This is an optimization exercise on Yosys and OpenROAD, whose aim is small area, a short achievable clock period and few clock cycles, not a production implementation. At most, simulation tests tie the RTL to the original design; equivalence was not proved. Function not checked in runs 1 and 2: the RTL went through the layout flow alone. No activity file was given, so power comes from the tool's default toggle rates.

--- design/flow/config.mk ---
export PLATFORM = sky130hd
export DESIGN_NAME = LMFE
export DESIGN_NICKNAME = LMFE
export VERILOG_FILES = /design/flow/design.v
export SDC_FILE = /design/flow/constraint.sdc
export NUM_CORES = 4
export LEC_CHECK = 0
export CAP_MARGIN = 20
export CORE_MARGIN = 2
export CORE_UTILIZATION = 60
export CTS_BUF_LIST = sky130_fd_sc_hd__clkbuf_8
export SETUP_SLACK_MARGIN = 3.0
export SLEW_MARGIN = 20
--- design/flow/constraint.sdc ---
create_clock -name core_clock -period 6.0 [get_ports {clk}]
set_input_delay 1.2000 -clock core_clock [delete_from_list [all_inputs] [get_ports {clk}]]
set_output_delay 1.2000 -clock core_clock [all_outputs]
set_load 0.01 [all_outputs]
--- design/flow/design.v ---
module LMFE ( clk, reset, Din, in_en, busy, out_valid, Dout, mem_cen, mem_wen, mem_addr, mem_d, mem_q);
input   clk;
input   reset;
input   in_en;
output  busy;
output  out_valid;
input   [7:0]  Din;
output  [7:0]  Dout;
output  mem_cen;
output  mem_wen;
output  [9:0]  mem_addr;
output  [7:0]  mem_d;
input   [7:0]  mem_q;
localparam S_PRE = 2'd0, S_RUN = 2'd1, S_FIN = 2'd2;
reg  [1:0]  state;
reg  [14:0] ldpos;       
reg  [2:0]  k;           
reg         busy_r, outv_r, cen_r, wen_r, seldin_r, accf;
reg  [9:0]  addr_r;
reg  [7:0]  din_r, dout_r;
assign busy      = busy_r;
assign out_valid = outv_r;
assign Dout      = dout_r;
assign mem_cen   = cen_r;
assign mem_wen   = wen_r;
assign mem_addr  = addr_r;
assign mem_d     = din_r;
wire [7:0] row6  = ldpos[14:7];
wire [6:0] ldcol = ldpos[6:0];
wire run = (state == S_RUN);
wire pre = (state == S_PRE);
wire [8:0] rr = {1'b0, row6} + {6'b0, k} - 9'd6;
wire rr_ok = ~rr[8] & ~rr[7];
  reg [7:0] P0;
  reg [7:0] P1;
  reg [7:0] P2;
  reg [7:0] P3;
  reg [7:0] P4;
  reg [7:0] P5;
  reg [7:0] P6;
  reg [7:0] P7;
  reg [7:0] P8;
  reg [7:0] P9;
  reg [7:0] P10;
  reg [7:0] P11;
  reg [7:0] P12;
  reg [7:0] P13;
  reg [7:0] P14;
  reg [7:0] P15;
  reg [7:0] P16;
  reg [7:0] P17;
  reg [7:0] P18;
  reg [7:0] P19;
  reg [7:0] P20;
  reg [7:0] P21;
  reg [7:0] P22;
  reg [7:0] P23;
  reg [7:0] P24;
  reg [7:0] P25;
  reg [7:0] P26;
  reg [7:0] P27;
  reg [7:0] P28;
  reg [7:0] P29;
  reg [7:0] P30;
  reg [7:0] P31;
  reg [7:0] P32;
  reg [7:0] P33;
  reg [7:0] P34;
  reg [7:0] P35;
  reg [7:0] P36;
  reg [7:0] P37;
  reg [7:0] P38;
  reg [7:0] P39;
  reg [7:0] P40;
  reg [7:0] P41;
  reg [7:0] P42;
  reg [7:0] P43;
  reg [7:0] P44;
  reg [7:0] P45;
  reg [7:0] P46;
  reg [7:0] P47;
  reg [7:0] P48;
  reg [7:0] P49;
  reg [7:0] P50;
  reg [7:0] P51;
  reg [7:0] P52;
  reg [7:0] P53;
  reg [7:0] P54;
  reg [7:0] P55;
  reg [7:0] P56;
  reg [7:0] P57;
  reg [7:0] P58;
  reg [7:0] P59;
  reg [7:0] P60;
  reg [7:0] P61;
  reg [7:0] P62;
wire [7:0] bus = seldin_r ? (in_en ? Din : 8'd0) : (cen_r ? 8'd0 : mem_q);
reg  [7:0] bus_rot;
always @(*) begin
  case (k)
      3'd0: bus_rot = {bus[7], bus[5], bus[4], bus[3], bus[2], bus[1], bus[0], bus[6]};
      3'd1: bus_rot = {bus[7], bus[1], bus[0], bus[6], bus[5], bus[4], bus[3], bus[2]};
      3'd2: bus_rot = {bus[7], bus[4], bus[3], bus[2], bus[1], bus[0], bus[6], bus[5]};
      3'd3: bus_rot = {bus[7], bus[0], bus[6], bus[5], bus[4], bus[3], bus[2], bus[1]};
      3'd4: bus_rot = {bus[7], bus[3], bus[2], bus[1], bus[0], bus[6], bus[5], bus[4]};
      3'd5: bus_rot = {bus[7], bus[6], bus[5], bus[4], bus[3], bus[2], bus[1], bus[0]};
      3'd6: bus_rot = {bus[7], bus[2], bus[1], bus[0], bus[6], bus[5], bus[4], bus[3]};
    default: bus_rot = bus;
  endcase
end
always @(posedge clk) begin
    P0 <= bus_rot;
    P1 <= P0;
    P2 <= P1;
    P3 <= P2;
    P4 <= P3;
    P5 <= P4;
    P6 <= P5;
    P7 <= P6;
    P8 <= P7;
    P9 <= P8;
    P10 <= P9;
    P11 <= P10;
    P12 <= P11;
    P13 <= P12;
    P14 <= P13;
    P15 <= P14;
    P16 <= P15;
    P17 <= P16;
    P18 <= P17;
    P19 <= P18;
    P20 <= P19;
    P21 <= P20;
    P22 <= P21;
    P23 <= P22;
    P24 <= P23;
    P25 <= P24;
    P26 <= P25;
    P27 <= P26;
    P28 <= P27;
    P29 <= P28;
    P30 <= P29;
    P31 <= P30;
    P32 <= P31;
    P33 <= P32;
    P34 <= P33;
    P35 <= P34;
    P36 <= P35;
    P37 <= P36;
    P38 <= P37;
    P39 <= P38;
    P40 <= P39;
    P41 <= P40;
    P42 <= P41;
    P43 <= P42;
    P44 <= P43;
    P45 <= P44;
    P46 <= P45;
    P47 <= P46;
    P48 <= P47;
    P49 <= P48;
    P50 <= P49;
    P51 <= P50;
    P52 <= P51;
    P53 <= P52;
    P54 <= P53;
    P55 <= P54;
    P56 <= P55;
    P57 <= P56;
    P58 <= P57;
    P59 <= P58;
    P60 <= P59;
    P61 <= P60;
    P62 <= P61;
end
wire [6:0] fcn = ldcol - 7'd3;      
reg  [6:0] colact;                  
reg  [4:0] k0;                      
always @(*) begin
  case (fcn)
    7'd0:   begin colact = 7'b0001111; k0 = 5'd4;  end
    7'd1:   begin colact = 7'b0011111; k0 = 5'd11; end
    7'd2:   begin colact = 7'b0111111; k0 = 5'd18; end
    7'd125: begin colact = 7'b1111110; k0 = 5'd18; end
    7'd126: begin colact = 7'b1111100; k0 = 5'd11; end
    7'd127: begin colact = 7'b1111000; k0 = 5'd4;  end
    default: begin colact = 7'b1111111; k0 = 5'd25; end
  endcase
end
wire [48:0] msb;
  assign msb[0] = P0[7];
  assign msb[1] = P1[7];
  assign msb[2] = P2[7];
  assign msb[3] = P3[7];
  assign msb[4] = P4[7];
  assign msb[5] = P5[7];
  assign msb[6] = P6[7];
  assign msb[7] = P7[7];
  assign msb[8] = P8[7];
  assign msb[9] = P9[7];
  assign msb[10] = P10[7];
  assign msb[11] = P11[7];
  assign msb[12] = P12[7];
  assign msb[13] = P13[7];
  assign msb[14] = P14[7];
  assign msb[15] = P15[7];
  assign msb[16] = P16[7];
  assign msb[17] = P17[7];
  assign msb[18] = P18[7];
  assign msb[19] = P19[7];
  assign msb[20] = P20[7];
  assign msb[21] = P21[7];
  assign msb[22] = P22[7];
  assign msb[23] = P23[7];
  assign msb[24] = P24[7];
  assign msb[25] = P25[7];
  assign msb[26] = P26[7];
  assign msb[27] = P27[7];
  assign msb[28] = P28[7];
  assign msb[29] = P29[7];
  assign msb[30] = P30[7];
  assign msb[31] = P31[7];
  assign msb[32] = P32[7];
  assign msb[33] = P33[7];
  assign msb[34] = P34[7];
  assign msb[35] = P35[7];
  assign msb[36] = P36[7];
  assign msb[37] = P37[7];
  assign msb[38] = P38[7];
  assign msb[39] = P39[7];
  assign msb[40] = P40[7];
  assign msb[41] = P41[7];
  assign msb[42] = P42[7];
  assign msb[43] = P43[7];
  assign msb[44] = P44[7];
  assign msb[45] = P45[7];
  assign msb[46] = P46[7];
  assign msb[47] = P47[7];
  assign msb[48] = P48[7];
reg  [2:0] ccr;                            
reg  [2:0] CC0, CC1, CC2, CC3, CC4, CC5;    
reg  [5:0] sreg;                           
reg  [6:0] colact_n, colact_r;            
reg  [4:0] k0_n, k0_r;
reg  [2:0] ccsel;
always @(*) begin
  case (k)
    3'd1:    ccsel = colact_n[2] ? CC1 : 3'd0;
    3'd2:    ccsel = colact_n[3] ? CC2 : 3'd0;
    3'd3:    ccsel = colact_n[4] ? CC3 : 3'd0;
    3'd4:    ccsel = colact_n[5] ? CC4 : 3'd0;
    3'd5:    ccsel = colact_n[6] ? CC5 : 3'd0;
    3'd6:    ccsel = colact_n[0] ? ccr : 3'd0;
    default: ccsel = 3'd0;
  endcase
end
wire [5:0] sbase = (k == 3'd1) ? (colact_n[1] ? {3'b0, CC0} : 6'd0) : sreg;
always @(posedge clk) begin
  ccr <= ((k == 3'd0) ? 3'd0 : ccr) + {2'b0, ~bus[7]};
  if (k == 3'd0) begin
    CC0 <= ccr; CC1 <= CC0; CC2 <= CC1; CC3 <= CC2; CC4 <= CC3; CC5 <= CC4;
  end
  sreg <= sbase + {3'b0, ccsel};
  if (k == 3'd0) begin
    colact_n <= colact;
    k0_n     <= k0;
  end
  if (k == 3'd6) begin
    colact_r <= colact_n;
    k0_r     <= k0_n;
  end
end
wire [5:0] z7 = sreg + {5'b0, colact_r[0] & ~msb[0]};
wire d7 = (z7 < {1'b0, k0_r});
wire [5:0] minit = d7 ? (z7 - {1'b0, k0_r}) : (6'd0 - {1'b0, k0_r});
wire [48:0] act;
  assign act[0] = colact_r[0];
  assign act[1] = colact_r[0];
  assign act[2] = colact_r[0];
  assign act[3] = colact_r[0];
  assign act[4] = colact_r[0];
  assign act[5] = colact_r[0];
  assign act[6] = colact_r[0];
  assign act[7] = colact_r[1];
  assign act[8] = colact_r[1];
  assign act[9] = colact_r[1];
  assign act[10] = colact_r[1];
  assign act[11] = colact_r[1];
  assign act[12] = colact_r[1];
  assign act[13] = colact_r[1];
  assign act[14] = colact_r[2];
  assign act[15] = colact_r[2];
  assign act[16] = colact_r[2];
  assign act[17] = colact_r[2];
  assign act[18] = colact_r[2];
  assign act[19] = colact_r[2];
  assign act[20] = colact_r[2];
  assign act[21] = colact_r[3];
  assign act[22] = colact_r[3];
  assign act[23] = colact_r[3];
  assign act[24] = colact_r[3];
  assign act[25] = colact_r[3];
  assign act[26] = colact_r[3];
  assign act[27] = colact_r[3];
  assign act[28] = colact_r[4];
  assign act[29] = colact_r[4];
  assign act[30] = colact_r[4];
  assign act[31] = colact_r[4];
  assign act[32] = colact_r[4];
  assign act[33] = colact_r[4];
  assign act[34] = colact_r[4];
  assign act[35] = colact_r[5];
  assign act[36] = colact_r[5];
  assign act[37] = colact_r[5];
  assign act[38] = colact_r[5];
  assign act[39] = colact_r[5];
  assign act[40] = colact_r[5];
  assign act[41] = colact_r[5];
  assign act[42] = colact_r[6];
  assign act[43] = colact_r[6];
  assign act[44] = colact_r[6];
  assign act[45] = colact_r[6];
  assign act[46] = colact_r[6];
  assign act[47] = colact_r[6];
  assign act[48] = colact_r[6];
wire [48:0] finit = act & ~(msb ^ {49{d7}});
wire init = run & (k == 3'd0);
wire [61:0] tap;
  assign tap[0] = P0[0];
  assign tap[1] = P1[3];
  assign tap[2] = P2[6];
  assign tap[3] = P3[2];
  assign tap[4] = P4[5];
  assign tap[5] = P5[1];
  assign tap[6] = P6[4];
  assign tap[7] = P7[0];
  assign tap[8] = P8[3];
  assign tap[9] = P9[6];
  assign tap[10] = P10[2];
  assign tap[11] = P11[5];
  assign tap[12] = P12[1];
  assign tap[13] = P13[4];
  assign tap[14] = P14[0];
  assign tap[15] = P15[3];
  assign tap[16] = P16[6];
  assign tap[17] = P17[2];
  assign tap[18] = P18[5];
  assign tap[19] = P19[1];
  assign tap[20] = P20[4];
  assign tap[21] = P21[0];
  assign tap[22] = P22[3];
  assign tap[23] = P23[6];
  assign tap[24] = P24[2];
  assign tap[25] = P25[5];
  assign tap[26] = P26[1];
  assign tap[27] = P27[4];
  assign tap[28] = P28[0];
  assign tap[29] = P29[3];
  assign tap[30] = P30[6];
  assign tap[31] = P31[2];
  assign tap[32] = P32[5];
  assign tap[33] = P33[1];
  assign tap[34] = P34[4];
  assign tap[35] = P35[0];
  assign tap[36] = P36[3];
  assign tap[37] = P37[6];
  assign tap[38] = P38[2];
  assign tap[39] = P39[5];
  assign tap[40] = P40[1];
  assign tap[41] = P41[4];
  assign tap[42] = P42[0];
  assign tap[43] = P43[3];
  assign tap[44] = P44[6];
  assign tap[45] = P45[2];
  assign tap[46] = P46[5];
  assign tap[47] = P47[1];
  assign tap[48] = P48[4];
  assign tap[49] = P49[0];
  assign tap[50] = P50[3];
  assign tap[51] = P51[6];
  assign tap[52] = P52[2];
  assign tap[53] = P53[5];
  assign tap[54] = P54[1];
  assign tap[55] = P55[4];
  assign tap[56] = P56[0];
  assign tap[57] = P57[3];
  assign tap[58] = P58[6];
  assign tap[59] = P59[2];
  assign tap[60] = P60[5];
  assign tap[61] = P61[1];
wire [62:0] tapl;
  assign tapl[0] = 1'b0;
  assign tapl[1] = P1[0];
  assign tapl[2] = P2[3];
  assign tapl[3] = P3[6];
  assign tapl[4] = P4[2];
  assign tapl[5] = P5[5];
  assign tapl[6] = P6[1];
  assign tapl[7] = P7[4];
  assign tapl[8] = P8[0];
  assign tapl[9] = P9[3];
  assign tapl[10] = P10[6];
  assign tapl[11] = P11[2];
  assign tapl[12] = P12[5];
  assign tapl[13] = P13[1];
  assign tapl[14] = P14[4];
  assign tapl[15] = P15[0];
  assign tapl[16] = P16[3];
  assign tapl[17] = P17[6];
  assign tapl[18] = P18[2];
  assign tapl[19] = P19[5];
  assign tapl[20] = P20[1];
  assign tapl[21] = P21[4];
  assign tapl[22] = P22[0];
  assign tapl[23] = P23[3];
  assign tapl[24] = P24[6];
  assign tapl[25] = P25[2];
  assign tapl[26] = P26[5];
  assign tapl[27] = P27[1];
  assign tapl[28] = P28[4];
  assign tapl[29] = P29[0];
  assign tapl[30] = P30[3];
  assign tapl[31] = P31[6];
  assign tapl[32] = P32[2];
  assign tapl[33] = P33[5];
  assign tapl[34] = P34[1];
  assign tapl[35] = P35[4];
  assign tapl[36] = P36[0];
  assign tapl[37] = P37[3];
  assign tapl[38] = P38[6];
  assign tapl[39] = P39[2];
  assign tapl[40] = P40[5];
  assign tapl[41] = P41[1];
  assign tapl[42] = P42[4];
  assign tapl[43] = P43[0];
  assign tapl[44] = P44[3];
  assign tapl[45] = P45[6];
  assign tapl[46] = P46[2];
  assign tapl[47] = P47[5];
  assign tapl[48] = P48[1];
  assign tapl[49] = P49[4];
  assign tapl[50] = P50[0];
  assign tapl[51] = P51[3];
  assign tapl[52] = P52[6];
  assign tapl[53] = P53[2];
  assign tapl[54] = P54[5];
  assign tapl[55] = P55[1];
  assign tapl[56] = P56[4];
  assign tapl[57] = P57[0];
  assign tapl[58] = P58[3];
  assign tapl[59] = P59[6];
  assign tapl[60] = P60[2];
  assign tapl[61] = P61[5];
  assign tapl[62] = P62[1];
reg  [62:0] F0;
reg  [5:0] M0;
reg  [6:0] R0;
reg  [62:0] F1;
reg  [5:0] M1;
reg  [6:0] R1;
wire [62:0] Flast = F1;
wire [5:0] mlast = M1;
wire [6:0] Rlast = R1;
wire [61:0] xc = F0[61:0] & ~tap;
wire [6:0] y;
  wire c0_1;
  wire c0_2;
  assign c0_1 = xc[0] ^ xc[1] ^ xc[2];
  assign c0_2 = (xc[0] & xc[1]) | (xc[0] & xc[2]) | (xc[1] & xc[2]);
  wire c0_3;
  wire c0_4;
  assign c0_3 = xc[3] ^ xc[4] ^ xc[5];
  assign c0_4 = (xc[3] & xc[4]) | (xc[3] & xc[5]) | (xc[4] & xc[5]);
  wire c0_5;
  wire c0_6;
  assign c0_5 = xc[6] ^ xc[7] ^ xc[8];
  assign c0_6 = (xc[6] & xc[7]) | (xc[6] & xc[8]) | (xc[7] & xc[8]);
  wire c0_7;
  wire c0_8;
  assign c0_7 = xc[9] ^ xc[10] ^ xc[11];
  assign c0_8 = (xc[9] & xc[10]) | (xc[9] & xc[11]) | (xc[10] & xc[11]);
  wire c0_9;
  wire c0_10;
  assign c0_9 = xc[12] ^ xc[13] ^ xc[14];
  assign c0_10 = (xc[12] & xc[13]) | (xc[12] & xc[14]) | (xc[13] & xc[14]);
  wire c0_11;
  wire c0_12;
  assign c0_11 = xc[15] ^ xc[16] ^ xc[17];
  assign c0_12 = (xc[15] & xc[16]) | (xc[15] & xc[17]) | (xc[16] & xc[17]);
  wire c0_13;
  wire c0_14;
  assign c0_13 = xc[18] ^ xc[19] ^ xc[20];
  assign c0_14 = (xc[18] & xc[19]) | (xc[18] & xc[20]) | (xc[19] & xc[20]);
  wire c0_15;
  wire c0_16;
  assign c0_15 = xc[21] ^ xc[22] ^ xc[23];
  assign c0_16 = (xc[21] & xc[22]) | (xc[21] & xc[23]) | (xc[22] & xc[23]);
  wire c0_17;
  wire c0_18;
  assign c0_17 = xc[24] ^ xc[25] ^ xc[26];
  assign c0_18 = (xc[24] & xc[25]) | (xc[24] & xc[26]) | (xc[25] & xc[26]);
  wire c0_19;
  wire c0_20;
  assign c0_19 = xc[27] ^ xc[28] ^ xc[29];
  assign c0_20 = (xc[27] & xc[28]) | (xc[27] & xc[29]) | (xc[28] & xc[29]);
  wire c0_21;
  wire c0_22;
  assign c0_21 = xc[30] ^ xc[31] ^ xc[32];
  assign c0_22 = (xc[30] & xc[31]) | (xc[30] & xc[32]) | (xc[31] & xc[32]);
  wire c0_23;
  wire c0_24;
  assign c0_23 = xc[33] ^ xc[34] ^ xc[35];
  assign c0_24 = (xc[33] & xc[34]) | (xc[33] & xc[35]) | (xc[34] & xc[35]);
  wire c0_25;
  wire c0_26;
  assign c0_25 = xc[36] ^ xc[37] ^ xc[38];
  assign c0_26 = (xc[36] & xc[37]) | (xc[36] & xc[38]) | (xc[37] & xc[38]);
  wire c0_27;
  wire c0_28;
  assign c0_27 = xc[39] ^ xc[40] ^ xc[41];
  assign c0_28 = (xc[39] & xc[40]) | (xc[39] & xc[41]) | (xc[40] & xc[41]);
  wire c0_29;
  wire c0_30;
  assign c0_29 = xc[42] ^ xc[43] ^ xc[44];
  assign c0_30 = (xc[42] & xc[43]) | (xc[42] & xc[44]) | (xc[43] & xc[44]);
  wire c0_31;
  wire c0_32;
  assign c0_31 = xc[45] ^ xc[46] ^ xc[47];
  assign c0_32 = (xc[45] & xc[46]) | (xc[45] & xc[47]) | (xc[46] & xc[47]);
  wire c0_33;
  wire c0_34;
  assign c0_33 = xc[48] ^ xc[49] ^ xc[50];
  assign c0_34 = (xc[48] & xc[49]) | (xc[48] & xc[50]) | (xc[49] & xc[50]);
  wire c0_35;
  wire c0_36;
  assign c0_35 = xc[51] ^ xc[52] ^ xc[53];
  assign c0_36 = (xc[51] & xc[52]) | (xc[51] & xc[53]) | (xc[52] & xc[53]);
  wire c0_37;
  wire c0_38;
  assign c0_37 = xc[54] ^ xc[55] ^ xc[56];
  assign c0_38 = (xc[54] & xc[55]) | (xc[54] & xc[56]) | (xc[55] & xc[56]);
  wire c0_39;
  wire c0_40;
  assign c0_39 = xc[57] ^ xc[58] ^ xc[59];
  assign c0_40 = (xc[57] & xc[58]) | (xc[57] & xc[59]) | (xc[58] & xc[59]);
  wire c0_41;
  wire c0_42;
  assign c0_41 = xc[60] ^ xc[61];
  assign c0_42 = xc[60] & xc[61];
  wire c0_43;
  wire c0_44;
  assign c0_43 = c0_1 ^ c0_3 ^ c0_5;
  assign c0_44 = (c0_1 & c0_3) | (c0_1 & c0_5) | (c0_3 & c0_5);
  wire c0_45;
  wire c0_46;
  assign c0_45 = c0_7 ^ c0_9 ^ c0_11;
  assign c0_46 = (c0_7 & c0_9) | (c0_7 & c0_11) | (c0_9 & c0_11);
  wire c0_47;
  wire c0_48;
  assign c0_47 = c0_13 ^ c0_15 ^ c0_17;
  assign c0_48 = (c0_13 & c0_15) | (c0_13 & c0_17) | (c0_15 & c0_17);
  wire c0_49;
  wire c0_50;
  assign c0_49 = c0_19 ^ c0_21 ^ c0_23;
  assign c0_50 = (c0_19 & c0_21) | (c0_19 & c0_23) | (c0_21 & c0_23);
  wire c0_51;
  wire c0_52;
  assign c0_51 = c0_25 ^ c0_27 ^ c0_29;
  assign c0_52 = (c0_25 & c0_27) | (c0_25 & c0_29) | (c0_27 & c0_29);
  wire c0_53;
  wire c0_54;
  assign c0_53 = c0_31 ^ c0_33 ^ c0_35;
  assign c0_54 = (c0_31 & c0_33) | (c0_31 & c0_35) | (c0_33 & c0_35);
  wire c0_55;
  wire c0_56;
  assign c0_55 = c0_37 ^ c0_39 ^ c0_41;
  assign c0_56 = (c0_37 & c0_39) | (c0_37 & c0_41) | (c0_39 & c0_41);
  wire c0_57;
  wire c0_58;
  assign c0_57 = c0_2 ^ c0_4 ^ c0_6;
  assign c0_58 = (c0_2 & c0_4) | (c0_2 & c0_6) | (c0_4 & c0_6);
  wire c0_59;
  wire c0_60;
  assign c0_59 = c0_8 ^ c0_10 ^ c0_12;
  assign c0_60 = (c0_8 & c0_10) | (c0_8 & c0_12) | (c0_10 & c0_12);
  wire c0_61;
  wire c0_62;
  assign c0_61 = c0_14 ^ c0_16 ^ c0_18;
  assign c0_62 = (c0_14 & c0_16) | (c0_14 & c0_18) | (c0_16 & c0_18);
  wire c0_63;
  wire c0_64;
  assign c0_63 = c0_20 ^ c0_22 ^ c0_24;
  assign c0_64 = (c0_20 & c0_22) | (c0_20 & c0_24) | (c0_22 & c0_24);
  wire c0_65;
  wire c0_66;
  assign c0_65 = c0_26 ^ c0_28 ^ c0_30;
  assign c0_66 = (c0_26 & c0_28) | (c0_26 & c0_30) | (c0_28 & c0_30);
  wire c0_67;
  wire c0_68;
  assign c0_67 = c0_32 ^ c0_34 ^ c0_36;
  assign c0_68 = (c0_32 & c0_34) | (c0_32 & c0_36) | (c0_34 & c0_36);
  wire c0_69;
  wire c0_70;
  assign c0_69 = c0_38 ^ c0_40 ^ c0_42;
  assign c0_70 = (c0_38 & c0_40) | (c0_38 & c0_42) | (c0_40 & c0_42);
  wire c0_71;
  wire c0_72;
  assign c0_71 = c0_43 ^ c0_45 ^ c0_47;
  assign c0_72 = (c0_43 & c0_45) | (c0_43 & c0_47) | (c0_45 & c0_47);
  wire c0_73;
  wire c0_74;
  assign c0_73 = c0_49 ^ c0_51 ^ c0_53;
  assign c0_74 = (c0_49 & c0_51) | (c0_49 & c0_53) | (c0_51 & c0_53);
  wire c0_75;
  wire c0_76;
  assign c0_75 = c0_44 ^ c0_46 ^ c0_48;
  assign c0_76 = (c0_44 & c0_46) | (c0_44 & c0_48) | (c0_46 & c0_48);
  wire c0_77;
  wire c0_78;
  assign c0_77 = c0_50 ^ c0_52 ^ c0_54;
  assign c0_78 = (c0_50 & c0_52) | (c0_50 & c0_54) | (c0_52 & c0_54);
  wire c0_79;
  wire c0_80;
  assign c0_79 = c0_56 ^ c0_57 ^ c0_59;
  assign c0_80 = (c0_56 & c0_57) | (c0_56 & c0_59) | (c0_57 & c0_59);
  wire c0_81;
  wire c0_82;
  assign c0_81 = c0_61 ^ c0_63 ^ c0_65;
  assign c0_82 = (c0_61 & c0_63) | (c0_61 & c0_65) | (c0_63 & c0_65);
  wire c0_83;
  wire c0_84;
  assign c0_83 = c0_67 ^ c0_69;
  assign c0_84 = c0_67 & c0_69;
  wire c0_85;
  wire c0_86;
  assign c0_85 = c0_58 ^ c0_60 ^ c0_62;
  assign c0_86 = (c0_58 & c0_60) | (c0_58 & c0_62) | (c0_60 & c0_62);
  wire c0_87;
  wire c0_88;
  assign c0_87 = c0_64 ^ c0_66 ^ c0_68;
  assign c0_88 = (c0_64 & c0_66) | (c0_64 & c0_68) | (c0_66 & c0_68);
  wire c0_89;
  wire c0_90;
  assign c0_89 = c0_71 ^ c0_73 ^ c0_55;
  assign c0_90 = (c0_71 & c0_73) | (c0_71 & c0_55) | (c0_73 & c0_55);
  wire c0_91;
  wire c0_92;
  assign c0_91 = c0_72 ^ c0_74 ^ c0_75;
  assign c0_92 = (c0_72 & c0_74) | (c0_72 & c0_75) | (c0_74 & c0_75);
  wire c0_93;
  wire c0_94;
  assign c0_93 = c0_77 ^ c0_79 ^ c0_81;
  assign c0_94 = (c0_77 & c0_79) | (c0_77 & c0_81) | (c0_79 & c0_81);
  wire c0_95;
  wire c0_96;
  assign c0_95 = c0_76 ^ c0_78 ^ c0_80;
  assign c0_96 = (c0_76 & c0_78) | (c0_76 & c0_80) | (c0_78 & c0_80);
  wire c0_97;
  wire c0_98;
  assign c0_97 = c0_82 ^ c0_84 ^ c0_85;
  assign c0_98 = (c0_82 & c0_84) | (c0_82 & c0_85) | (c0_84 & c0_85);
  wire c0_99;
  wire c0_100;
  assign c0_99 = c0_87 ^ c0_70;
  assign c0_100 = c0_87 & c0_70;
  wire c0_101;
  wire c0_102;
  assign c0_101 = c0_90 ^ c0_91 ^ c0_93;
  assign c0_102 = (c0_90 & c0_91) | (c0_90 & c0_93) | (c0_91 & c0_93);
  wire c0_103;
  wire c0_104;
  assign c0_103 = c0_92 ^ c0_94 ^ c0_95;
  assign c0_104 = (c0_92 & c0_94) | (c0_92 & c0_95) | (c0_94 & c0_95);
  wire c0_105;
  wire c0_106;
  assign c0_105 = c0_97 ^ c0_99;
  assign c0_106 = c0_97 & c0_99;
  wire c0_107;
  wire c0_108;
  assign c0_107 = c0_96 ^ c0_98 ^ c0_100;
  assign c0_108 = (c0_96 & c0_98) | (c0_96 & c0_100) | (c0_98 & c0_100);
  wire c0_109;
  wire c0_110;
  assign c0_109 = c0_86 ^ c0_88;
  assign c0_110 = c0_86 & c0_88;
  reg [11:0] pr0;
  always @(posedge clk) pr0 <= {c0_110, c0_108, c0_109, c0_107, c0_106, c0_104, c0_105, c0_103, c0_102, c0_83, c0_101, c0_89};
  wire cz_1;
  wire cz_2;
  assign cz_1 = pr0[1] ^ pr0[2] ^ mlast[1];
  assign cz_2 = (pr0[1] & pr0[2]) | (pr0[1] & mlast[1]) | (pr0[2] & mlast[1]);
  wire cz_3;
  wire cz_4;
  assign cz_3 = pr0[3] ^ pr0[4] ^ pr0[5];
  assign cz_4 = (pr0[3] & pr0[4]) | (pr0[3] & pr0[5]) | (pr0[4] & pr0[5]);
  wire cz_5;
  wire cz_6;
  assign cz_5 = pr0[6] ^ pr0[7] ^ pr0[8];
  assign cz_6 = (pr0[6] & pr0[7]) | (pr0[6] & pr0[8]) | (pr0[7] & pr0[8]);
  wire cz_7;
  wire cz_8;
  assign cz_7 = pr0[9] ^ mlast[3];
  assign cz_8 = pr0[9] & mlast[3];
  wire cz_9;
  wire cz_10;
  assign cz_9 = pr0[10] ^ pr0[11] ^ mlast[4];
  assign cz_10 = (pr0[10] & pr0[11]) | (pr0[10] & mlast[4]) | (pr0[11] & mlast[4]);
  wire cz_11;
  wire cz_12;
  assign cz_11 = cz_2 ^ cz_3 ^ mlast[2];
  assign cz_12 = (cz_2 & cz_3) | (cz_2 & mlast[2]) | (cz_3 & mlast[2]);
  wire cz_13;
  wire cz_14;
  assign cz_13 = cz_4 ^ cz_5 ^ cz_7;
  assign cz_14 = (cz_4 & cz_5) | (cz_4 & cz_7) | (cz_5 & cz_7);
  wire cz_15;
  wire cz_16;
  assign cz_15 = cz_6 ^ cz_8 ^ cz_9;
  assign cz_16 = (cz_6 & cz_8) | (cz_6 & cz_9) | (cz_8 & cz_9);
  wire cz_17;
  wire cz_18;
  assign cz_17 = cz_16 ^ cz_10 ^ mlast[5];
  assign cz_18 = (cz_16 & cz_10) | (cz_16 & mlast[5]) | (cz_10 & mlast[5]);
  wire [6:0] ya = {cz_18, cz_17, cz_14, cz_12, cz_11, cz_1, pr0[0]};
  wire [6:0] yb = {1'b0, 1'b0, cz_15, cz_13, 1'b0, 1'b0, mlast[0]};
  assign y = ya + yb;
wire d = ~y[6];
wire [62:0] Fu = Flast & ~(tapl ^ {63{d}});
always @(posedge clk) begin
  F1 <= {F0[61:0], 1'b0};
  M1 <= M0;
  R1 <= R0;
  if (init) begin
    F0 <= {{(63-50){1'b0}}, finit, 1'b0};
    M0 <= minit;
    R0 <= {6'b0, d7};
    dout_r <= {Rlast, d};
  end else begin
    F0 <= {Fu[61:0], 1'b0};
    M0 <= d ? y[5:0] : mlast;
    R0 <= {Rlast[5:0], d};
  end
end
always @(posedge clk or posedge reset) begin
  if (reset) begin
    state    <= S_PRE;
    ldpos    <= 15'd0;
    k        <= 3'd0;
    busy_r   <= 1'b0;
    outv_r   <= 1'b0;
    cen_r    <= 1'b1;
    wen_r    <= 1'b1;
    seldin_r <= 1'b0;
  end else begin
    outv_r   <= 1'b0;
    seldin_r <= 1'b0;
    case (state)
      S_PRE: begin
        busy_r <= 1'b0;
        cen_r  <= ~in_en;
        wen_r  <= 1'b0;
        if (in_en) begin
          ldpos <= ldpos + 15'd1;
          if (ldpos == 15'd383) begin
            state    <= S_RUN;
            k        <= 3'd0;
            seldin_r <= 1'b1;
          end
        end
      end
      S_RUN: begin
        k        <= (k == 3'd6) ? 3'd0 : k + 3'd1;
        busy_r   <= ~((k == 3'd6) && (ldpos < 15'd16383));
        seldin_r <= (k == 3'd6);
        if (k == 3'd6) begin
          cen_r <= ~accf;
          wen_r <= 1'b0;
          ldpos <= ldpos + 15'd1;
        end else begin
          cen_r <= ~rr_ok;
          wen_r <= 1'b1;
        end
        if (k == 3'd0) begin
          outv_r <= (ldpos >= 15'd390);
          if (ldpos == 15'd16773) state <= S_FIN;
        end
      end
      default: begin
        busy_r <= 1'b1;
        cen_r  <= 1'b1;
        wen_r  <= 1'b1;
      end
    endcase
  end
end
always @(posedge clk) begin
  if ((pre || (run && k == 3'd0)) && in_en) din_r <= Din;
  if (run && k == 3'd0) accf <= in_en;
  if (pre || (run && k == 3'd6)) addr_r <= ldpos[9:0];
  else if (run) addr_r <= {rr[2:0], ldcol};
end
endmodule
--- design/flow/run.sh ---
#!/bin/bash
# synth_recipe.tcl (not shown) runs the flow's synth.tcl, then flattens the netlist and writes it again
# the make line also repeats each setting of config.mk as NAME=value (left out here)
make -C /OpenROAD-flow-scripts/flow DESIGN_CONFIG=/design/flow/config.mk WORK_HOME=/design/flow/orfs CLKGATE_MAP_FILE= SYNTH_SCRIPT=/design/flow/synth_recipe.tcl finish
==> results of run 1 <==
layer usage:
metal | global-route usage | wire length [um] | vias to the layer above
li1 | - | - | 5621
met1 | 0.2822 | 18170 | 5586
met2 | 0.3544 | 19270 | 222
met3 | 0.04575 | 1483 | 67
met4 | 0.06927 | 788 | 0
met5 | 0 | 0 | -
layout make-up:
class	instances	area share
Inverter	106	0.01569
Tap cell	461	0.02178
Clock inverter	49	0.01437
Multi-Input combinational cell	725	0.2356
Clock buffer	143	0.07433
Timing Repair Buffer	121	0.06011
Sequential cell	724	0.5782
worst paths after layout:
path | to | cells past startpoint | from | slack, ns
min in group asynchronous | ldpos[4]$_DFFE_PP0P_ | 2 | reset | 0.92
hold / removal | P30[4]$_DFF_P_ | 0 | P29[4]$_DFF_P_ | 0.31
setup / recovery | F0[37]$_DFF_P_ | 12 | pr0[11]$_DFF_P_ | 2.77
hold reg to reg | P30[4]$_DFF_P_ | 0 | P29[4]$_DFF_P_ | 0.31
setup reg to reg | F0[37]$_DFF_P_ | 12 | pr0[11]$_DFF_P_ | 2.77
max in group asynchronous | k[2]$_DFFE_PP0P_ | 2 | reset | 4.65
synth_stat cells, types with 7 or more instances:
master,n
a22oi_1,8
mux2i_1,7
xor2_1,119
nor3_1,9
inv_1,104
a21o_1,7
o21ai_1,34
ha_1,50
nand3_1,76
nand2b_1,26
dfrtp_1,23
o211ai_1,7
o21ai_0,39
xnor2_1,22
fa_1,60
edfxtp_1,65
clkbuf_1,22
nand2_1,53
nor2b_1,43
and2_1,11
a21oi_1,33
dfxtp_1,634
nor2_1,41
and3_1,16
a22o_1,7
buf_2,13
timing repair:
item | in CTS | in global routing
gates cloned | 14 | 2
pin swaps | 81 | 54
setup buffers | 28 | 23
setup endpoints to repair | 80 | 79
resized for setup | 103 | 96
sequential cells by signal, indices dropped and copies added (netlist names), 10 cells and up:
register / count
F0: 61
F1: 59
addr_r: 10
ldpos: 15
pr0: 12
kinds of logic (layout without fill, tap and decap cells):
kind of cell / Yosys count / count (layout) / synth area share
AOI/OAI and AO/OA: 169 / 169 / 0.04871
DFF: 724 / 724 / 0.7070
muxes: 11 / 11 / 0.005329
adders and majority gates: 110 / 110 / 0.08456
xor gates and xnor gates: 141 / 141 / 0.05717
buffers and inverters: 146 / 419 / 0.02664
and+or+nand+nor: 294 / 294 / 0.07061
per-stage QoR:
step                power [mW]  area, um^2  hold slack [ns]  setup WS [ns]  cells
floorplan                5.504       21660           0.3096          2.971   1595
global placement         5.645       22600           0.3099          2.507   2070
detailed placement       5.656       22600           0.3121          2.347   2070
CTS                      9.792       25930           0.3078          2.796   2304
global route             10.09       26480           0.3099          2.652   2329
finish                   9.708       26480           0.3083          2.772   2329
power breakdown:
group / internal (mW) / switching (mW) / total [mW]
Clock: 2.38 / 1.76 / 4.15
Combinational: 0.159 / 0.160 / 0.319
Sequential: 5.09 / 0.146 / 5.24
Total: 7.64 / 2.07 / 9.71
worst register-to-register path: stages (launching register included):
cell and delay [ns]:
dfxtp_2 0.32, fa_1 0.55, fa_1 0.47, ha_4 0.32, nand4_1 0.17, a21oi_4 0.26, xnor2_4 0.17, buf_12 0.17
buf_4 0.16, buf_16 0.15, xor2_2 0.17, nand3_1 0.13, o21ai_1 0.14
==> results.txt, run 1 <==
Area Growth Syn to Fin: 22.57%
number of flops mapped to enable cells by yosys: 65
Fin Setup TNS: 0 ns
vias per std cell: 4.936
die area: 37540 um^2
clock period minus final worst setup slack: 3.228 ns
CP Max Fanout: 7
Max Clock Skew: 0.02924 ns
Max Root-Sink Buffers: 3
RD Place Congestion: 0.8329
outcome: finished clean
DP Wirelength: 22690 um
global-route wire length before repair: 62690 um
CP max stage delay: 0.55 ns
setup violators final: 0
Tightest Pin Transition: 1.095 ns
Synth area leader: dfxtp_1
synth warn: 1
commonest non-fill, non-tap cell in the layout: dfxtp_1
Main synth FF type: dfxtp_1
Vias: 11500
largest cells by area after synthesis: dfxtp_1 59%, edfxtp_1 9.0%, fa_1 5.6%
Avg Synthesized Cell Area: 13.54 um^2
CTS Buf Count: 105
Core Box Area: 35480 um^2
pin count of the biggest net entering global routing: 83
Pwr Density: 366.6 nW/um^2
layout cells sized above 1: 0.2024
drc violations: 0
Worst Path Required: 6.60 ns
CTS tree: yes
startpoint types: flip-flop
Multi-input gate area: 6237 um^2
max-slew violation count: 0
DRT Pass-1 Iters: 6
Root Driver: clkbuf_8
drt total wl: 39700 um
FFs w/ async S/R, synth: 0.03453
Post-Synthesis Cells: 1595
relative slew slack: 0.2700
Critical-path top delay cell: fa_1
gr ovfl total: 0
crit path buf inv count: 3
CP most frequent cell: fa_1
LEAKAGE: 11.20 nW
unrepaired setup endpoints after global routing: yes
post-synthesis sequential area ratio: 0.7070
max-cap violation count: 0
initial antenna violation count: 0
most frequent cells in the layout: 616 x dfxtp_1, 143 x clkbuf_8, 106 x inv_1, 106 x xor2_1, 74 x nand3_1
Clock transition at path regs: 0.06 ns
initial core utilization: 0.6088
Worst-Skew Late Latency: 0.67 ns
Post-CTS Hold Fix Bufs: 0
Final Hold Viols: 0
critical path class: flip-flop to flip-flop
CP cell instances: fa_1, fa_1, ha_4, nand4_1, a21oi_4, xnor2_4, buf_12, buf_4, buf_16, xor2_2, nand3_1, o21ai_1
routed length per instance: 17.05 um
Initial DRC Count: 528
port buffer count: 48
All-Layer GR Usage: 0.2138
Crit path max-delay family: adder cells
worst vdd ir: 0.0003050 V
die width: 193.7 um
# nets final: 1912
Reg area: 15310 um^2
Fmax: 309.8 MHz
post-layout util: 0.7462
Yosys reg bits: 724
Detail Route Antenna Nets: 0
Vert. Die Dim: 193.7 um
CP arrival: 3.82 ns
Synth cell types: 57
number of global-route vias before repair: 11970
Ant. Diodes: 0
Final Cycle Share: 0.5379
Worst Hold Class: flip-flop to flip-flop
IO Pins: 49
fill count: 2318
mapped cell area: 21600 um^2
htree depth: 3
Synth top area share: 0.5875
FP Rows: 69
Net Count, Synth: 1724
Clock Sinks: 724
Crit. End Element: flip-flop
==> run 2, diff against run 1 <==
--- a/design/flow/config.mk
+++ b/design/flow/config.mk
@@ -8,6 +8,7 @@
 export CAP_MARGIN = 20
 export CORE_MARGIN = 2
 export CORE_UTILIZATION = 60
-export CTS_BUF_LIST = sky130_fd_sc_hd__clkbuf_8
+export CTS_BUF_LIST = sky130_fd_sc_hd__clkbuf_4
+export CTS_CLUSTER_SIZE = 30
 export SETUP_SLACK_MARGIN = 3.0
 export SLEW_MARGIN = 20
==> run 2 against run 1 <==
Largest power group unchanged. Die area is the same. Critical path depth decreased by 3. Routed wire length is 2.3% lower. Utilization shrank 1.3 points. Largest cell class unchanged. Cell count is 3.7% higher. Final area is 1.8% lower. Sequential share of layout area increased by 1.0 points. Combinational power is 4% lower. Clock power is 7.7% lower. First-iteration DRC count down 8.5%.
==> results.txt, run 2 <==
Tightest Pin Transition: 1.083 ns (-0.01229 ns)
die width: 193.7 um (unchanged)
post-layout util: 0.7331 (-0.01315)
Hold EP: P11[5]$_DFF_P_
outcome: finished clean
Main synth FF type: dfxtp_1
Detail Route Antenna Nets: 0 (unchanged)
max-slew violation count: 0 (unchanged)
Initial DRC Count: 483 (-8.5%)
initial core utilization: 0.6088 (unchanged)
number of flops mapped to enable cells by yosys: 65 (unchanged)
startpoint types: flip-flop
Top reg by flops: F0
global-route wire length before repair: 63270 um (+0.93%)
IO Pins: 49 (unchanged)
drc violations: 0 (unchanged)
routed length per instance: 16.05 um (-5.8%)
Crit path max-delay family: adder cells
worst vdd ir: 0.0002738 V (-10%)
FP Rows: 69 (unchanged)
Vias: 11810 (+2.8%)
All-Layer GR Usage: 0.2145 (+0.0006669)
hold path depth: 0 (unchanged)
Clock transition at path regs: 0.07 ns (about the same)
Worst Hold Class: flip-flop to flip-flop
Largest register FFs: 61 (unchanged)
CP arrival: 3.95 ns (+0.13 ns)
Max Clock Skew: 0.06473 ns (+0.03549 ns)
CP cell instances: nand2b_4, fa_1, inv_2, fa_2, inv_2, fa_2, fa_1, inv_2, fa_2
unrepaired setup endpoints after global routing: yes
post-synthesis sequential area ratio: 0.7070 (unchanged)
# nets final: 1962 (+2.6%)
most frequent cells in the layout: 619 x dfxtp_1, 252 x clkbuf_4, 105 x xor2_1
crit path buf inv count: 3 (unchanged)
DRT Pass-1 Iters: 7 (+1)
Yosys reg bits: 724 (unchanged)
Commonest cells post-synth: 634 x dfxtp_1, 119 x xor2_1, 104 x inv_1, 76 x nand3_1, 65 x edfxtp_1
drt total wl: 38780 um (-2.3%)
die area: 37540 um^2 (unchanged)
overall power: 9.374 mW (-3.4%)
final instance area: 26010 um^2 (-1.8%)
Crit path depth: 9 (-3)
commonest non-fill, non-tap cell in the layout: dfxtp_1
Fin Setup TNS: 0 ns (unchanged)
Final Cycle Share: 0.5331 (-0.004790)
Worst-Skew Late Latency: 0.84 ns (+0.17 ns)
LEAKAGE: 11.20 nW (about the same)
Fmax: 312.6 MHz (+0.90%)
vias per std cell: 4.889 (-0.94%)
Pwr Density: 360.4 nW/um^2 (-1.7%)
layout cells sized above 1: 0.2313 (+0.02896)
Post-Place Cells: 2070 (unchanged)
CTS tree: yes
Critical-path top delay cell: fa_1
Max Root-Sink Buffers: 3 (unchanged)
internal reg-to-reg setup slack: 2.80 ns (+0.03 ns)
Synth cell types: 57 (unchanged)
top flop regs: F0: 61 flops, F1: 59 flops, ldpos: 15 flops
Worst Reg-to-Reg Cells: 9 (-3)
Post-Synthesis Cells: 1595 (unchanged)
gr ovfl total: 0 (unchanged)
Net Count, Synth: 1724 (unchanged)
Avg Synthesized Cell Area: 13.54 um^2 (unchanged)
r2r startpoint: P31[2]$_DFF_P_
number of global-route vias before repair: 12500 (+4.4%)
CP max stage delay: 0.58 ns (+0.03 ns)
critical path class: flip-flop to flip-flop
max-cap violation count: 0 (unchanged)
relative slew slack: 0.2782 (+0.008194)
mapped cell area: 21600 um^2 (unchanged)
clock period minus final worst setup slack: 3.199 ns (-0.02874 ns)
pin count of the biggest net entering global routing: 83 (unchanged)
Final Hold Viols: 0 (unchanged)
most frequent cell after synthesis: dfxtp_1
setup violators final: 0 (unchanged)
Synth area leader: dfxtp_1
largest cells by area after synthesis: dfxtp_1 59%, edfxtp_1 9.0%, fa_1 5.6%
CTS Buf Count: 169 (+61%)
Core Box Area: 35480 um^2 (unchanged)
initial antenna violation count: 1 (+1)
Clock Sinks: 724 (unchanged)
Area Growth Syn to Fin: 20.41%
port buffer count: 48 (unchanged)
synth warn: 1 (unchanged)
Vert. Die Dim: 193.7 um (unchanged)
non-filler cells, final: 2416 (+3.7%)
DP Wirelength: 22690 um (unchanged)
CP Max Fanout: 2 (-5)
Synth top area share: 0.5875 (unchanged)
Root Driver: clkbuf_4
RD Place Congestion: 0.8329 (unchanged)
Crit. End Element: flip-flop
Crit Reg-Reg Endpoint: pr0[1]$_DFF_P_
FFs w/ async S/R, synth: 0.03453 (unchanged)
htree depth: 4 (+1)
placed instance area: 22600 um^2 (unchanged)
Worst Path Required: 6.76 ns (+0.16 ns)
hold path start: P10[5]$_DFF_P_
run 2: cell count changes in the layout (fill, tap and decap cells not counted), moves of 6 or more:
cell             previous run  this run
dlymetal6s2s_1              1        10
clkbuf_8                  143         0
clkinv_2                   13         3
buf_4                      28        22
clkinv_1                    0        26
clkdlybuf4s50_1            47        31
dlygate4sd2_1               0         7
inv_1                     106        81
clkbuf_4                    1       252
run 2: timing repair:
action                                  CTS  global route
buffers inserted                         26            14
gates cloned                             11             2
hold buffers                              0             0
pin swaps                                64            57
resized for setup                       111            70
endpoints found under the setup margin   87            87
run 2: how the worst max path moves through the flow:
stage	slack [ns]	from	endpoint
after global routing	2.68	pr0[8]$_DFF_P_	F0[36]$_DFF_P_
after floorplan	2.97	F0[42]$_DFF_P_	pr0[1]$_DFF_P_
after detailed placement	2.35	k[2]$_DFFE_PP0P_	sreg[5]$_DFF_P_
after CTS	2.83	P28[0]$_DFF_P_	pr0[1]$_DFF_P_
final	2.80	P31[2]$_DFF_P_	pr0[1]$_DFF_P_
after global placement	2.51	k[2]$_DFFE_PP0P_	sreg[4]$_DFF_P_
run 2: cells by family after synthesis:
family,after synthesis,share of synthesized area
xor+xnor,141,0.05717
flops,724,0.7070
compound gates,169,0.04871
fa+ha+maj,110,0.08456
buf+inv,146,0.02664
simple gates,294,0.07061
mux,11,0.005329
run 2: per-stage QoR:
step	hold slack, ns	setup slack (ns)
floorplan	0.3096	2.971
global placement	0.3099	2.507
detailed placement	0.3121	2.347
CTS	0.2687	2.832
global route	0.2714	2.680
finish	0.2859	2.801
run 2: routing by layer:
metal / track usage / part of all wire / up-vias
met5: 0 / 0 / -
met4: 0.07662 / 0.014 / 0
met3: 0.05827 / 0.044 / 51
met2: 0.3489 / 0.49 / 253
met1: 0.2776 / 0.46 / 5709
li1: - / - / 5800
run 2: worst reg2reg max path, stage by stage, from the launching register on:
cell      delay, ns
dfxtp_2        0.32
nand2b_4       0.14
fa_1           0.58
inv_2          0.05
fa_2           0.54
inv_2          0.04
fa_2           0.35
fa_1           0.51
inv_2          0.05
fa_2           0.57
run 2: cell type report:
type                            count  area, um^2
Sequential cell                   724       15300
Multi-Input combinational cell    725        6145
Tap cell                          461       576.8
Timing Repair Buffer              107        1410
Fill cell                        2485        9472
Clock buffer                      251        1884
Inverter                          106       409.1
Clock inverter                     41       279.0
Antenna cell                        1       2.502
run 2: power breakdown:
| group | internal [mW] | switching, mW |
|---|---|---|
| logic | 0.147 | 0.159 |
| clock network | 2.08 | 1.75 |
| registers | 5.09 | 0.146 |
| total | 7.32 | 2.06 |
==> run 3, diff against run 2 <==
--- a/design/flow/design.v
+++ b/design/flow/design.v
@@ -270,8 +270,11 @@
     k0_r     <= k0_n;
   end
 end
-wire [5:0] z7 = sreg + {5'b0, colact_r[0] & ~msb[0]};
-wire d7 = (z7 < {1'b0, k0_r});
+wire e7 = colact_r[0] & ~msb[0];               
+wire [5:0] z7 = sreg + {5'b0, e7};
+wire lt0 = (sreg < {1'b0, k0_r});
+wire lt1 = (sreg < {1'b0, k0_r} - 6'd1);
+wire d7 = e7 ? lt1 : lt0;                       
 wire [5:0] minit = d7 ? (z7 - {1'b0, k0_r}) : (6'd0 - {1'b0, k0_r});
 wire [48:0] act;
   assign act[0] = colact_r[0];
@@ -463,6 +466,7 @@
 wire [6:0] Rlast = R1;
 wire [61:0] xc = F0[61:0] & ~tap;
 wire [6:0] y;
+wire [5:0] mfirst = M0;
   wire c0_1;
   wire c0_2;
   assign c0_1 = xc[0] ^ xc[1] ^ xc[2];
@@ -545,8 +549,8 @@
   assign c0_40 = (xc[57] & xc[58]) | (xc[57] & xc[59]) | (xc[58] & xc[59]);
   wire c0_41;
   wire c0_42;
-  assign c0_41 = xc[60] ^ xc[61];
-  assign c0_42 = xc[60] & xc[61];
+  assign c0_41 = xc[60] ^ xc[61] ^ mfirst[0];
+  assign c0_42 = (xc[60] & xc[61]) | (xc[60] & mfirst[0]) | (xc[61] & mfirst[0]);
   wire c0_43;
   wire c0_44;
   assign c0_43 = c0_1 ^ c0_3 ^ c0_5;
@@ -629,8 +633,8 @@
   assign c0_82 = (c0_61 & c0_63) | (c0_61 & c0_65) | (c0_63 & c0_65);
   wire c0_83;
   wire c0_84;
-  assign c0_83 = c0_67 ^ c0_69;
-  assign c0_84 = c0_67 & c0_69;
+  assign c0_83 = c0_67 ^ c0_69 ^ mfirst[1];
+  assign c0_84 = (c0_67 & c0_69) | (c0_67 & mfirst[1]) | (c0_69 & mfirst[1]);
   wire c0_85;
   wire c0_86;
   assign c0_85 = c0_58 ^ c0_60 ^ c0_62;
@@ -641,88 +645,84 @@
   assign c0_88 = (c0_64 & c0_66) | (c0_64 & c0_68) | (c0_66 & c0_68);
   wire c0_89;
   wire c0_90;
-  assign c0_89 = c0_71 ^ c0_73 ^ c0_55;
-  assign c0_90 = (c0_71 & c0_73) | (c0_71 & c0_55) | (c0_73 & c0_55);
+  assign c0_89 = c0_70 ^ mfirst[2];
+  assign c0_90 = c0_70 & mfirst[2];
   wire c0_91;
   wire c0_92;
-  assign c0_91 = c0_72 ^ c0_74 ^ c0_75;
-  assign c0_92 = (c0_72 & c0_74) | (c0_72 & c0_75) | (c0_74 & c0_75);
+  assign c0_91 = c0_71 ^ c0_73 ^ c0_55;
+  assign c0_92 = (c0_71 & c0_73) | (c0_71 & c0_55) | (c0_73 & c0_55);
   wire c0_93;
   wire c0_94;
-  assign c0_93 = c0_77 ^ c0_79 ^ c0_81;
-  assign c0_94 = (c0_77 & c0_79) | (c0_77 & c0_81) | (c0_79 & c0_81);
+  assign c0_93 = c0_72 ^ c0_74 ^ c0_75;
+  assign c0_94 = (c0_72 & c0_74) | (c0_72 & c0_75) | (c0_74 & c0_75);
   wire c0_95;
   wire c0_96;
-  assign c0_95 = c0_76 ^ c0_78 ^ c0_80;
-  assign c0_96 = (c0_76 & c0_78) | (c0_76 & c0_80) | (c0_78 & c0_80);
+  assign c0_95 = c0_77 ^ c0_79 ^ c0_81;
+  assign c0_96 = (c0_77 & c0_79) | (c0_77 & c0_81) | (c0_79 & c0_81);
   wire c0_97;
   wire c0_98;
-  assign c0_97 = c0_82 ^ c0_84 ^ c0_85;
-  assign c0_98 = (c0_82 & c0_84) | (c0_82 & c0_85) | (c0_84 & c0_85);
+  assign c0_97 = c0_76 ^ c0_78 ^ c0_80;
+  assign c0_98 = (c0_76 & c0_78) | (c0_76 & c0_80) | (c0_78 & c0_80);
   wire c0_99;
   wire c0_100;
-  assign c0_99 = c0_87 ^ c0_70;
-  assign c0_100 = c0_87 & c0_70;
+  assign c0_99 = c0_82 ^ c0_84 ^ c0_85;
+  assign c0_100 = (c0_82 & c0_84) | (c0_82 & c0_85) | (c0_84 & c0_85);
   wire c0_101;
   wire c0_102;
-  assign c0_101 = c0_90 ^ c0_91 ^ c0_93;
-  assign c0_102 = (c0_90 & c0_91) | (c0_90 & c0_93) | (c0_91 & c0_93);
+  assign c0_101 = c0_87 ^ c0_89;
+  assign c0_102 = c0_87 & c0_89;
   wire c0_103;
   wire c0_104;
-  assign c0_103 = c0_92 ^ c0_94 ^ c0_95;
-  assign c0_104 = (c0_92 & c0_94) | (c0_92 & c0_95) | (c0_94 & c0_95);
+  assign c0_103 = c0_86 ^ c0_88 ^ c0_90;
+  assign c0_104 = (c0_86 & c0_88) | (c0_86 & c0_90) | (c0_88 & c0_90);
   wire c0_105;
   wire c0_106;
-  assign c0_105 = c0_97 ^ c0_99;
-  assign c0_106 = c0_97 & c0_99;
+  assign c0_105 = c0_92 ^ c0_93 ^ c0_95;
+  assign c0_106 = (c0_92 & c0_93) | (c0_92 & c0_95) | (c0_93 & c0_95);
   wire c0_107;
   wire c0_108;
-  assign c0_107 = c0_96 ^ c0_98 ^ c0_100;
-  assign c0_108 = (c0_96 & c0_98) | (c0_96 & c0_100) | (c0_98 & c0_100);
+  assign c0_107 = c0_94 ^ c0_96 ^ c0_97;
+  assign c0_108 = (c0_94 & c0_96) | (c0_94 & c0_97) | (c0_96 & c0_97);
   wire c0_109;
   wire c0_110;
-  assign c0_109 = c0_86 ^ c0_88;
-  assign c0_110 = c0_86 & c0_88;
-  reg [11:0] pr0;
-  always @(posedge clk) pr0 <= {c0_110, c0_108, c0_109, c0_107, c0_106, c0_104, c0_105, c0_103, c0_102, c0_83, c0_101, c0_89};
+  assign c0_109 = c0_99 ^ c0_101;
+  assign c0_110 = c0_99 & c0_101;
+  wire c0_111;
+  wire c0_112;
+  assign c0_111 = c0_98 ^ c0_100 ^ c0_102;
+  assign c0_112 = (c0_98 & c0_100) | (c0_98 & c0_102) | (c0_100 & c0_102);
+  wire c0_113;
+  wire c0_114;
+  assign c0_113 = c0_103 ^ mfirst[3];
+  assign c0_114 = c0_103 & mfirst[3];
+  reg [14:0] pr0;
+  always @(posedge clk) pr0 <= {mfirst[5], mfirst[4], c0_104, c0_114, c0_112, c0_113, c0_111, c0_110, c0_108, c0_109, c0_107, c0_106, c0_83, c0_105, c0_91};
   wire cz_1;
   wire cz_2;
-  assign cz_1 = pr0[1] ^ pr0[2] ^ mlast[1];
-  assign cz_2 = (pr0[1] & pr0[2]) | (pr0[1] & mlast[1]) | (pr0[2] & mlast[1]);
+  assign cz_1 = pr0[3] ^ pr0[4] ^ pr0[5];
+  assign cz_2 = (pr0[3] & pr0[4]) | (pr0[3] & pr0[5]) | (pr0[4] & pr0[5]);
   wire cz_3;
   wire cz_4;
-  assign cz_3 = pr0[3] ^ pr0[4] ^ pr0[5];
-  assign cz_4 = (pr0[3] & pr0[4]) | (pr0[3] & pr0[5]) | (pr0[4] & pr0[5]);
+  assign cz_3 = pr0[6] ^ pr0[7] ^ pr0[8];
+  assign cz_4 = (pr0[6] & pr0[7]) | (pr0[6] & pr0[8]) | (pr0[7] & pr0[8]);
   wire cz_5;
   wire cz_6;
-  assign cz_5 = pr0[6] ^ pr0[7] ^ pr0[8];
-  assign cz_6 = (pr0[6] & pr0[7]) | (pr0[6] & pr0[8]) | (pr0[7] & pr0[8]);
+  assign cz_5 = pr0[10] ^ pr0[11] ^ pr0[12];
+  assign cz_6 = (pr0[10] & pr0[11]) | (pr0[10] & pr0[12]) | (pr0[11] & pr0[12]);
   wire cz_7;
   wire cz_8;
-  assign cz_7 = pr0[9] ^ mlast[3];
-  assign cz_8 = pr0[9] & mlast[3];
+  assign cz_7 = cz_2 ^ cz_3 ^ pr0[9];
+  assign cz_8 = (cz_2 & cz_3) | (cz_2 & pr0[9]) | (cz_3 & pr0[9]);
   wire cz_9;
   wire cz_10;
-  assign cz_9 = pr0[10] ^ pr0[11] ^ mlast[4];
-  assign cz_10 = (pr0[10] & pr0[11]) | (pr0[10] & mlast[4]) | (pr0[11] & mlast[4]);
+  assign cz_9 = cz_4 ^ cz_5 ^ pr0[13];
+  assign cz_10 = (cz_4 & cz_5) | (cz_4 & pr0[13]) | (cz_5 & pr0[13]);
   wire cz_11;
   wire cz_12;
-  assign cz_11 = cz_2 ^ cz_3 ^ mlast[2];
-  assign cz_12 = (cz_2 & cz_3) | (cz_2 & mlast[2]) | (cz_3 & mlast[2]);
-  wire cz_13;
-  wire cz_14;
-  assign cz_13 = cz_4 ^ cz_5 ^ cz_7;
-  assign cz_14 = (cz_4 & cz_5) | (cz_4 & cz_7) | (cz_5 & cz_7);
-  wire cz_15;
-  wire cz_16;
-  assign cz_15 = cz_6 ^ cz_8 ^ cz_9;
-  assign cz_16 = (cz_6 & cz_8) | (cz_6 & cz_9) | (cz_8 & cz_9);
-  wire cz_17;
-  wire cz_18;
-  assign cz_17 = cz_16 ^ cz_10 ^ mlast[5];
-  assign cz_18 = (cz_16 & cz_10) | (cz_16 & mlast[5]) | (cz_10 & mlast[5]);
-  wire [6:0] ya = {cz_18, cz_17, cz_14, cz_12, cz_11, cz_1, pr0[0]};
-  wire [6:0] yb = {1'b0, 1'b0, cz_15, cz_13, 1'b0, 1'b0, mlast[0]};
+  assign cz_11 = cz_10 ^ cz_6 ^ pr0[14];
+  assign cz_12 = (cz_10 & cz_6) | (cz_10 & pr0[14]) | (cz_6 & pr0[14]);
+  wire [6:0] ya = {cz_12, cz_11, cz_8, cz_7, cz_1, pr0[1], pr0[0]};
+  wire [6:0] yb = {1'b0, 1'b0, cz_9, 1'b0, 1'b0, pr0[2], 1'b0};
   assign y = ya + yb;
 wire d = ~y[6];
 wire [62:0] Fu = Flast & ~(tapl ^ {63{d}});
==> design/flow/config.mk (replaced) <==
export PLATFORM = sky130hd
export DESIGN_NAME = LMFE
export DESIGN_NICKNAME = LMFE
export VERILOG_FILES = /design/flow/design.v
export SDC_FILE = /design/flow/constraint.sdc
export NUM_CORES = 4
export LEC_CHECK = 0
export CAP_MARGIN = 20
export CORE_MARGIN = 2
export CORE_UTILIZATION = 40
export SETUP_SLACK_MARGIN = 2.7
export SLEW_MARGIN = 20
==> run 3 against run 2 <==
Still clean on timing, DRC and antenna. Combinational power rose by 16%. Clock power rose by 16%. Power rose by 7.2%. Hold slack improved by 0.029 ns. Die area rose by 50%. Routed wire length fell by 6.2%. Fmax fell by 0.53%. Synthesized cell count rose by 0.63%. Setup slack got worse by 0.017 ns. Critical path type unchanged. Critical endpoint unchanged. Highest routed layer unchanged.
==> results.txt, run 3 <==
layout cells sized above 1: 0.09127 (-0.1400)
outcome: finished clean
FP Rows: 85 (+23%)
die area: 56400 um^2 (+50%)
crit path buf inv count: 2 (-1)
post-synthesis sequential area ratio: 0.7012 (-0.005775)
Clock transition at path regs: 0.06 ns (about the same)
gr ovfl total: 0 (unchanged)
setup violators final: 0 (unchanged)
Tightest Pin Transition: 0.9502 ns (-0.1324 ns)
number of global-route vias before repair: 11370 (-9.1%)
LEAKAGE: 10.50 nW (-6.2%)
Worst-Skew Late Latency: 0.60 ns (-0.24 ns)
DP Wirelength: 24490 um (+7.9%)
Critical-path top delay cell: fa_2
routed length per instance: 14.91 um (-7.1%)
worst vdd ir: 0.0002084 V (-24%)
die width: 237.5 um (+23%)
mapped cell area: 21810 um^2 (+0.96%)
port buffer count: 48 (unchanged)
critical path class: flip-flop to flip-flop
Crit. End Element: flip-flop
IO Pins: 49 (unchanged)
fill count: 4705 (+89%)
number of flops mapped to enable cells by yosys: 65 (unchanged)
Max Root-Sink Buffers: 3 (unchanged)
synth warn: 1 (unchanged)
relative slew slack: 0.3665 (+0.08829)
htree depth: 3 (-1)
drc violations: 0 (unchanged)
max-slew violation count: 0 (unchanged)
placed instance area: 23060 um^2 (+2.0%)
DRT Pass-1 Iters: 5 (-2)
Synth top area share: 0.5829 (-0.004644)
# nets final: 1826 (-6.9%)
Clock Sinks: 725 (+0.14%)
Final Hold Viols: 0 (unchanged)
most frequent cells in the layout: 631 x dfxtp_1, 92 x inv_1, 73 x o21ai_0
CTS tree: yes
commonest non-fill, non-tap cell in the layout: dfxtp_1
Commonest cells post-synth: 635 x dfxtp_1, 99 x inv_1, 73 x o21ai_0, 69 x xnor2_1
Ant. Diodes: 0 (-1)
global-route wire length before repair: 59500 um (-6.0%)
final instance area: 25560 um^2 (-1.7%)
pin count of the biggest net entering global routing: 42 (-49%)
Pwr Density: 393.1 nW/um^2 (+9.1%)
Detail Route Antenna Nets: 0 (unchanged)
Synth area leader: dfxtp_1
RD Place Congestion: 0.8427 (+1.2%)
top flop regs: F0: 61 flops, F1: 59 flops, ldpos: 15 flops
Vert. Die Dim: 237.5 um (+23%)
Avg Synthesized Cell Area: 13.59 um^2 (+0.33%)
max-cap violation count: 0 (unchanged)
Post-CTS Hold Fix Bufs: 0 (unchanged)
Post-Synthesis Cells: 1605 (+0.63%)
Core Box Area: 53810 um^2 (+52%)
largest cells by area after synthesis: dfxtp_1 58%, edfxtp_1 9.0%, fa_1 5.7%
drt total wl: 36360 um (-6.2%)
Vias: 11130 (-5.8%)
Synth cell types: 62 (+8.8%)
Fin Setup TNS: 0 ns (unchanged)
Fmax: 311.0 MHz (-0.53%)
startpoint types: flip-flop
Crit path max-delay family: adder cells
Max Clock Skew: 0.02399 ns (-0.04074 ns)
Area Growth Syn to Fin: 17.19%
Reg area: 15300 um^2 (about the same)
All-Layer GR Usage: 0.1330 (-0.08146)
CP Max Fanout: 2 (unchanged)
CP max stage delay: 0.62 ns (+0.04 ns)
CP cell instances: nor2b_2, fa_2, inv_2, fa_1, fa_2, inv_2, fa_2, fa_1
Root Driver: clkbuf_16
Net Count, Synth: 1742 (+1.0%)
Top reg by flops: F0
Yosys reg bits: 725 (+0.14%)
unrepaired setup endpoints after global routing: yes
most frequent cell after synthesis: dfxtp_1
CP most frequent cell: fa_2
Initial DRC Count: 631 (+31%)
initial core utilization: 0.4053 (-0.2035)
FFs w/ async S/R, synth: 0.03448 (-0.00004763)
CTS Buf Count: 67 (-60%)
CP arrival: 3.68 ns (-0.27 ns)
clock period minus final worst setup slack: 3.216 ns (+0.01704 ns)
Main synth FF type: dfxtp_1
Final Cycle Share: 0.5360 (+0.002840)
Worst Path Required: 6.46 ns (-0.30 ns)
Multi-input gate area: 6066 um^2 (-1.3%)
vias per std cell: 4.563 (-6.7%)
initial antenna violation count: 0 (-1)
Worst Hold Class: flip-flop to flip-flop
Largest register FFs: 61 (unchanged)
==> run 3: cell families after synthesis <==
group | synth area share
multiplexers | 0.005737
flip-flops | 0.7012
buffers and inverters | 0.02542
adder cells (fa/ha/maj) | 0.08904
AO/OA/AOI/OAI | 0.05342
AND/OR/NAND/NOR | 0.07017
XOR/XNOR | 0.05502
==> run 3: what timing repair did <==
item,CTS,global route
buffers inserted,0,0
endpoints found under the hold margin,0,0
pin swaps,2,10
setup endpoints to repair,91,72
cloned,1,0
gates resized for setup,12,27
==> run 3: cell type report <==
type / count / area share
inverters: 101 / 0.01518
well taps: 696 / 0.03407
multi-input cells: 739 / 0.2373
repair buffers: 54 / 0.02169
repair inverters: 1 / 0.0001958
clock buffers: 98 / 0.07941
flip-flops and latches: 725 / 0.5987
clock inverters: 24 / 0.01346
==> run 3: stage by stage <==
step,hold WS [ns],setup WS [ns],utilization,power [mW],std cells
3_5_place_dp,0.3121,1.814,0.4285,5.717,2315
3_3_place_gp,0.3096,2.041,0.4285,5.712,2315
6_report,0.3150,2.784,0.4749,10.05,2438
5_1_grt,0.3205,2.690,0.4749,10.43,2438
4_1_cts,0.3135,2.559,0.4736,10.17,2438
2_1_floorplan,0.3096,2.848,-,5.556,1605
==> run 3: routing by layer <==
metal  share of wire  GRT usage
met1            0.48     0.1767
met2            0.46     0.2142
met3           0.035    0.03077
met4           0.024    0.04593
met5               0          0
==> run 3: report_power, final <==
group	internal, mW	switching [mW]
sequential	5.13	0.136
clock	2.67	1.76
combinational	0.175	0.178
total	7.98	2.07
==> run 3: path summary, 6_finish.rpt <==
path	cells after the start	slack, ns	end	start
worst min register to register	0	0.31	P60[1]$_DFF_P_	P59[1]$_DFF_P_
worst max register to register	8	2.78	pr0[1]$_DFF_P_	F0[42]$_DFF_P_
min in group asynchronous	2	0.98	busy_r$_DFF_PP0_	reset
worst min-delay path	0	0.31	P60[1]$_DFF_P_	P59[1]$_DFF_P_
max in group asynchronous	2	4.62	k[2]$_DFFE_PP0P_	reset
worst max-delay path	8	2.78	pr0[1]$_DFF_P_	F0[42]$_DFF_P_
Testbench counts of run 3, summed over its fixed seeds: cycles 1,381,296.

==> port drivers added, routing unchanged <==
No port has a modelled driver above. Below, the same layouts with a new extraction and two added sets of constraints. Step 1 sets driving cells, clkbuf_16 on the clock port and buf_2 on the other inputs (assumed; they add their load-dependent delay and slew). Step 2 also shifts input and output timing later by t, the mid clock arrival at the registers, as if the neighbouring blocks saw the same clock. a / b / c = ideal ports / drivers / drivers and shift; a / b = the first two.
| run | shift t [ns] | slack for setup (ns) | clock arrival spread, ns |
|---|---|---|---|
| run 1 | 0.703 | 2.772 / 2.772 / 2.641 | 0.032 / 0.032 |
| run 2 | 0.855 | 2.801 / 2.801 / 2.635 | 0.064 / 0.065 |
| run 3 | 0.639 | 2.784 / 2.784 / 2.431 | 0.025 / 0.025 |
After both steps every run listed still meets setup and hold. The setup slack of run 3, which loses most, moves by 0.000 ns with the drivers and by -0.353 ns with both steps.
